This is an optimization exercise on Yosys and OpenROAD, whose aim is small area, not a production implementation.
At most, simulation tests tie the RTL to the original design; equivalence was not proved.
Power figures rest on the tool's default switching activity, not on a simulated workload.

==> flow/design.v <==
module axi_gpio
(
    input  logic        ACLK,
    input  logic        ARESETn,
    input  logic  [8:2] AWADDR,
    input  logic        AWVALID,
    output logic        AWREADY,
    input  logic [31:0] WDATA,
    input  logic  [3:0] WSTRB,
    input  logic        WVALID,
    output logic        WREADY,
    output logic  [1:0] BRESP,
    output logic        BVALID,
    input  logic        BREADY,
    input  logic  [8:2] ARADDR,
    input  logic        ARVALID,
    output logic        ARREADY,
    output logic [31:0] RDATA,
    output logic  [1:0] RRESP,
    output logic        RVALID,
    input  logic        RREADY,
    output logic        ip2intc_irpt,
    input  logic [31:0] gpio_io_i,
    output logic [31:0] gpio_io_o,
    output logic [31:0] gpio_io_t,
    input  logic [31:0] gpio2_io_i,
    output logic [31:0] gpio2_io_o,
    output logic [31:0] gpio2_io_t
);
localparam [6:0] A_GPIO_IO    = 7'h00;  
localparam [6:0] A_GPIO_IO_T  = 7'h01;  
localparam [6:0] A_GPIO2_IO   = 7'h02;  
localparam [6:0] A_GPIO2_IO_T = 7'h03;  
localparam [6:0] A_GIER       = 7'h47;  
localparam [6:0] A_IER        = 7'h48;  
localparam [6:0] A_ISR        = 7'h4A;  
logic        rst;
logic        wready;
logic        write_strobe;
logic        read_strobe;
logic [31:0] gpio_io_i_reg;
logic [31:0] gpio2_io_i_reg;
logic  [1:0] in_changed;
logic        global_int_en;
logic  [1:0] ip_int_en;
logic  [1:0] ip_int_status;
logic        isr_toggle;
always_ff @(posedge ACLK)
    rst <= ~ARESETn;
assign BRESP = 2'b00;
assign RRESP = 2'b00;
assign write_strobe = AWVALID && WVALID && !BVALID;
assign read_strobe  = ARVALID && !RVALID;
logic [3:0] ld_o1, ld_t1, ld_o2, ld_t2;
logic [3:0] hd_o1, hd_t1, hd_o2, hd_t2;
logic       ld_gier, hd_gier, ld_ier, hd_ier;
always_comb begin
    for (int i = 0; i < 4; i++) begin
        ld_o1[i] = !rst &&  (write_strobe && AWADDR == A_GPIO_IO    && WSTRB[i]);
        hd_o1[i] = !rst && !(write_strobe && AWADDR == A_GPIO_IO    && WSTRB[i]);
        ld_t1[i] = !rst &&  (write_strobe && AWADDR == A_GPIO_IO_T  && WSTRB[i]);
        hd_t1[i] = !rst && !(write_strobe && AWADDR == A_GPIO_IO_T  && WSTRB[i]);
        ld_o2[i] = !rst &&  (write_strobe && AWADDR == A_GPIO2_IO   && WSTRB[i]);
        hd_o2[i] = !rst && !(write_strobe && AWADDR == A_GPIO2_IO   && WSTRB[i]);
        ld_t2[i] = !rst &&  (write_strobe && AWADDR == A_GPIO2_IO_T && WSTRB[i]);
        hd_t2[i] = !rst && !(write_strobe && AWADDR == A_GPIO2_IO_T && WSTRB[i]);
    end
    ld_gier = !rst &&  (write_strobe && AWADDR == A_GIER && WSTRB[3]);
    hd_gier = !rst && !(write_strobe && AWADDR == A_GIER && WSTRB[3]);
    ld_ier  = !rst &&  (write_strobe && AWADDR == A_IER  && WSTRB[0]);
    hd_ier  = !rst && !(write_strobe && AWADDR == A_IER  && WSTRB[0]);
end
genvar i;
generate
for (i = 0; i < 32; i++) begin : g_bit
    logic d_o1, d_t1, d_o2, d_t2;
    gpio_ao22 u_o1(.a1(ld_o1[i/8]), .a2(WDATA[i]), .b1(hd_o1[i/8]), .b2(gpio_io_o[i]),  .y(d_o1));
    gpio_ao22 u_t1(.a1(ld_t1[i/8]), .a2(WDATA[i]), .b1(hd_t1[i/8]), .b2(gpio_io_t[i]),  .y(d_t1));
    gpio_ao22 u_o2(.a1(ld_o2[i/8]), .a2(WDATA[i]), .b1(hd_o2[i/8]), .b2(gpio2_io_o[i]), .y(d_o2));
    gpio_ao22 u_t2(.a1(ld_t2[i/8]), .a2(WDATA[i]), .b1(hd_t2[i/8]), .b2(gpio2_io_t[i]), .y(d_t2));
    always_ff @(posedge ACLK) begin
        gpio_io_o[i]  <= d_o1;
        gpio_io_t[i]  <= d_t1;
        gpio2_io_o[i] <= d_o2;
        gpio2_io_t[i] <= d_t2;
    end
end
endgenerate
always_ff @(posedge ACLK) begin
    global_int_en <= (ld_gier & WDATA[31]) | (hd_gier & global_int_en);
    ip_int_en     <= ({2{ld_ier}} & WDATA[1:0]) | ({2{hd_ier}} & ip_int_en);
end
always_ff @(posedge ACLK) begin
    wready <= !rst && write_strobe;
    BVALID <= !rst && (write_strobe || (BVALID && !BREADY));
end
assign AWREADY = wready;
assign WREADY  = wready;
always_ff @(posedge ACLK) begin
    gpio_io_i_reg  <= gpio_io_i;
    gpio2_io_i_reg <= gpio2_io_i;
    in_changed[0] <= rst ? (|gpio_io_i)  : (|(gpio_io_i  ^ gpio_io_i_reg));
    in_changed[1] <= rst ? (|gpio2_io_i) : (|(gpio2_io_i ^ gpio2_io_i_reg));
end
assign isr_toggle = write_strobe && AWADDR == A_ISR && WSTRB[0];
always_ff @(posedge ACLK) begin
    ip_int_status <= rst ? 2'b00 :
                     (in_changed | (ip_int_status ^ (WDATA[1:0] & {2{isr_toggle}})));
    ip2intc_irpt  <= !rst && |ip_int_status;
end
always_ff @(posedge ACLK) begin
    ARREADY <= !rst && read_strobe;
    RVALID  <= !rst && (read_strobe || (RVALID && !RREADY));
end
logic s_io1, s_t1, s_io2, s_t2, s_gier, s_ier, s_isr;
always_comb begin
    s_io1  = !RVALID && ARADDR == A_GPIO_IO;
    s_t1   = !RVALID && ARADDR == A_GPIO_IO_T;
    s_io2  = !RVALID && ARADDR == A_GPIO2_IO;
    s_t2   = !RVALID && ARADDR == A_GPIO2_IO_T;
    s_gier = !RVALID && ARADDR == A_GIER;
    s_ier  = !RVALID && ARADDR == A_IER;
    s_isr  = !RVALID && ARADDR == A_ISR;
end
logic [31:0] rd_mux;
generate
for (i = 0; i < 32; i++) begin : g_rd
    gpio_rd_bit u_rd(.hold(RVALID), .q(RDATA[i]),
                     .s0(s_io1), .d0(gpio_io_i_reg[i]),
                     .s1(s_t1),  .d1(gpio_io_t[i]),
                     .s2(s_io2), .d2(gpio2_io_i_reg[i]),
                     .s3(s_t2),  .d3(gpio2_io_t[i]),
                     .y(rd_mux[i]));
end
endgenerate
always_ff @(posedge ACLK) begin
    RDATA <= rd_mux
           | ({32{s_gier}} & {1'b0, global_int_en, 30'd0})
           | ({32{s_ier}}  & {30'd0, ip_int_en})
           | ({32{s_isr}}  & {30'd0, ip_int_status});
end
endmodule
module gpio_ao22 (input logic a1, a2, b1, b2, output logic y);
    assign y = (a1 & a2) | (b1 & b2);
endmodule
module gpio_rd_bit (input logic hold, q, s0, d0, s1, d1, s2, d2, s3, d3,
                    output logic y);
    assign y = (hold & q) | (s0 & d0) | (s1 & d1) | (s2 & d2) | (s3 & d3);
endmodule
module axi_gpio_expanded
#(
    parameter C_ALL_INPUTS        = 0,
    parameter C_ALL_OUTPUTS       = 0,
    parameter C_GPIO_WIDTH        = 32,
    parameter C_DOUT_DEFAULT      = 32'h00000000,
    parameter C_TRI_DEFAULT       = 32'hFFFFFFFF,
    parameter C_IS_DUAL           = 1,
    parameter C_ALL_INPUTS_2      = 0,
    parameter C_ALL_OUTPUTS_2     = 0,
    parameter C_GPIO2_WIDTH       = 32,
    parameter C_DOUT_DEFAULT_2    = 32'h00000000,
    parameter C_TRI_DEFAULT_2     = 32'hFFFFFFFF,
    parameter C_INTERRUPT_PRESENT = 1
)
(
    input  logic              ACLK,
    input  logic              ARESETn,
    input  logic        [8:2] AWADDR,
    input  logic        [2:0] AWPROT,
    input  logic              AWVALID,
    output logic              AWREADY,
    input  logic       [31:0] WDATA,
    input  logic        [3:0] WSTRB,
    input  logic              WVALID,
    output logic              WREADY,
    output logic        [1:0] BRESP,
    output logic              BVALID,
    input  logic              BREADY,
    input  logic        [8:2] ARADDR,
    input  logic        [2:0] ARPROT,
    input  logic              ARVALID,
    output logic              ARREADY,
    output logic       [31:0] RDATA,
    output logic        [1:0] RRESP,
    output logic              RVALID,
    input  logic              RREADY,
    output logic ip2intc_irpt,
    input  logic  [C_GPIO_WIDTH-1:0] gpio_io_i,
    output logic  [C_GPIO_WIDTH-1:0] gpio_io_o,
    output logic  [C_GPIO_WIDTH-1:0] gpio_io_t,
    input  logic [C_GPIO2_WIDTH-1:0] gpio2_io_i,
    output logic [C_GPIO2_WIDTH-1:0] gpio2_io_o,
    output logic [C_GPIO2_WIDTH-1:0] gpio2_io_t
);
   axi_gpio gpio(
      .ACLK(ACLK), .ARESETn(ARESETn),
      .AWADDR(AWADDR), .AWVALID(AWVALID), .AWREADY(AWREADY),
      .WDATA(WDATA), .WSTRB(WSTRB), .WVALID(WVALID), .WREADY(WREADY),
      .BRESP(BRESP), .BVALID(BVALID), .BREADY(BREADY),
      .ARADDR(ARADDR), .ARVALID(ARVALID), .ARREADY(ARREADY),
      .RDATA(RDATA), .RRESP(RRESP), .RVALID(RVALID), .RREADY(RREADY),
      .ip2intc_irpt(ip2intc_irpt),
      .gpio_io_i(gpio_io_i), .gpio_io_o(gpio_io_o), .gpio_io_t(gpio_io_t),
      .gpio2_io_i(gpio2_io_i), .gpio2_io_o(gpio2_io_o), .gpio2_io_t(gpio2_io_t));
endmodule
Settings: LEC_CHECK=0, CAP_MARGIN=20, CORE_MARGIN=2, CORE_UTILIZATION=40, GPL_TIMING_DRIVEN=0, SLEW_MARGIN=20, SYNTH_HIERARCHICAL=1; clock period 5.0 ns.
standard.sh (not shown) runs the stock make flow with config.mk's settings and CLKGATE_MAP_FILE= SYNTH_SCRIPT=/design/flow/synth_recipe.tcl, a recipe that flattens the netlist after the stock synthesis.
==> flow/flow/run.sh <==
#!/bin/bash
# Own layout flow: the standard ORFS flow (standard.sh, unchanged synthesis),
# with two layout options changed:
#  - port buffers use the smallest buffer cell (buf_1) instead of the tool's pick;
#  - clock tree synthesis without dummy load cells.
# Each tool's full output stays in orfs/logs/; make's own output goes to flow_make.log.
set -euo pipefail
cd "$(dirname "$0")/.."
BPA="-buffer_cell sky130_fd_sc_hd__buf_1"
CTSA="-sink_clustering_enable -repair_clock_nets -dont_use_dummy_load"
if [[ -f flow/cts_args.txt ]]; then CTSA="$(cat flow/cts_args.txt)"; fi
export BUFFER_PORTS_ARGS="$BPA"
export CTS_ARGS="$CTSA"
bash standard.sh "BUFFER_PORTS_ARGS=$BPA" "CTS_ARGS=$CTSA" finish > flow_make.log 2>&1
==> flow/flow/cts_args.txt <==
-sink_clustering_enable -repair_clock_nets -dont_use_dummy_load -sink_clustering_size 30 -sink_clustering_max_diameter 200 -buf_list sky130_fd_sc_hd__clkbuf_16
Change:
--- a/flow/design.v
+++ b/flow/design.v
@@ -112,24 +112,25 @@
     ARREADY <= !rst && read_strobe;
     RVALID  <= !rst && (read_strobe || (RVALID && !RREADY));
 end
-logic s_io1, s_t1, s_io2, s_t2, s_gier, s_ier, s_isr;
+logic s_gier, s_ier, s_isr;
 always_comb begin
-    s_io1  = !RVALID && ARADDR == A_GPIO_IO;
-    s_t1   = !RVALID && ARADDR == A_GPIO_IO_T;
-    s_io2  = !RVALID && ARADDR == A_GPIO2_IO;
-    s_t2   = !RVALID && ARADDR == A_GPIO2_IO_T;
     s_gier = !RVALID && ARADDR == A_GIER;
     s_ier  = !RVALID && ARADDR == A_IER;
     s_isr  = !RVALID && ARADDR == A_ISR;
 end
+logic [1:0] h_io1, h_t1, h_io2, h_t2;
+gpio_rsel u_rsel_lo(.rvalid(RVALID), .addr(ARADDR),
+                    .s0(h_io1[0]), .s1(h_t1[0]), .s2(h_io2[0]), .s3(h_t2[0]));
+gpio_rsel u_rsel_hi(.rvalid(RVALID), .addr(ARADDR),
+                    .s0(h_io1[1]), .s1(h_t1[1]), .s2(h_io2[1]), .s3(h_t2[1]));
 logic [31:0] rd_mux;
 generate
 for (i = 0; i < 32; i++) begin : g_rd
     gpio_rd_bit u_rd(.hold(RVALID), .q(RDATA[i]),
-                     .s0(s_io1), .d0(gpio_io_i_reg[i]),
-                     .s1(s_t1),  .d1(gpio_io_t[i]),
-                     .s2(s_io2), .d2(gpio2_io_i_reg[i]),
-                     .s3(s_t2),  .d3(gpio2_io_t[i]),
+                     .s0(h_io1[i/16]), .d0(gpio_io_i_reg[i]),
+                     .s1(h_t1[i/16]),  .d1(gpio_io_t[i]),
+                     .s2(h_io2[i/16]), .d2(gpio2_io_i_reg[i]),
+                     .s3(h_t2[i/16]),  .d3(gpio2_io_t[i]),
                      .y(rd_mux[i]));
 end
 endgenerate
@@ -146,6 +147,15 @@
 module gpio_rd_bit (input logic hold, q, s0, d0, s1, d1, s2, d2, s3, d3,
                     output logic y);
     assign y = (hold & q) | (s0 & d0) | (s1 & d1) | (s2 & d2) | (s3 & d3);
+endmodule
+module gpio_rsel (input logic rvalid, input logic [8:2] addr,
+                  output logic s0, s1, s2, s3);
+    logic base;
+    assign base = !rvalid && addr[8:4] == 5'd0;
+    assign s0 = base && addr[3:2] == 2'd0;
+    assign s1 = base && addr[3:2] == 2'd1;
+    assign s2 = base && addr[3:2] == 2'd2;
+    assign s3 = base && addr[3:2] == 2'd3;
 endmodule
 module axi_gpio_expanded
 #(
Effect:
- The new run passed the timing, design-rule and antenna checks
- synthesized cell count is higher by 0.58%
- total power barely changes
- die area went up by 0.59%
- core utilization decreases by 0.86 points
- routed wire length went down by 1.8%
- clock-buffer cell count does not change
For the second run of this note, only the layout was checked, not whether the RTL still works.

-- afterwards: timing with drivers on the ports --
How much do the figures lean on ideal ports? The routed layouts below were timed once more, with nothing changed but the port constraints.
Step 1 (the two cells are an assumption about what drives the block):
set clk [get_ports {ACLK}]
set_driving_cell -lib_cell sky130_fd_sc_hd__clkbuf_16 $clk
set_driving_cell -lib_cell sky130_fd_sc_hd__buf_2 [delete_from_list [all_inputs] $clk]
Step 2 adds t to the input delays and takes it off the output delays; t is the mean of the earliest and latest rising clock arrival at the registers after step 1. Input paths then give back, and output paths get back, about the clock's delay inside the block.
a / b / c = ideal ports / drivers / drivers and shift; a / b = the first two.
run	t, ns	slack for setup (ns)	hold WS [ns]	cell pins on the clock port's net
the first run	0.514	2.097 / 2.124 / 1.611	0.456 / 0.456 / 0.456	1
the second run	0.512	2.234 / 2.256 / 1.744	0.455 / 0.455 / 0.455	1
After both steps every run listed still meets setup and hold. For the second run, which loses most, drivers alone change the setup slack by +0.022 ns; drivers and shift together by -0.490 ns.
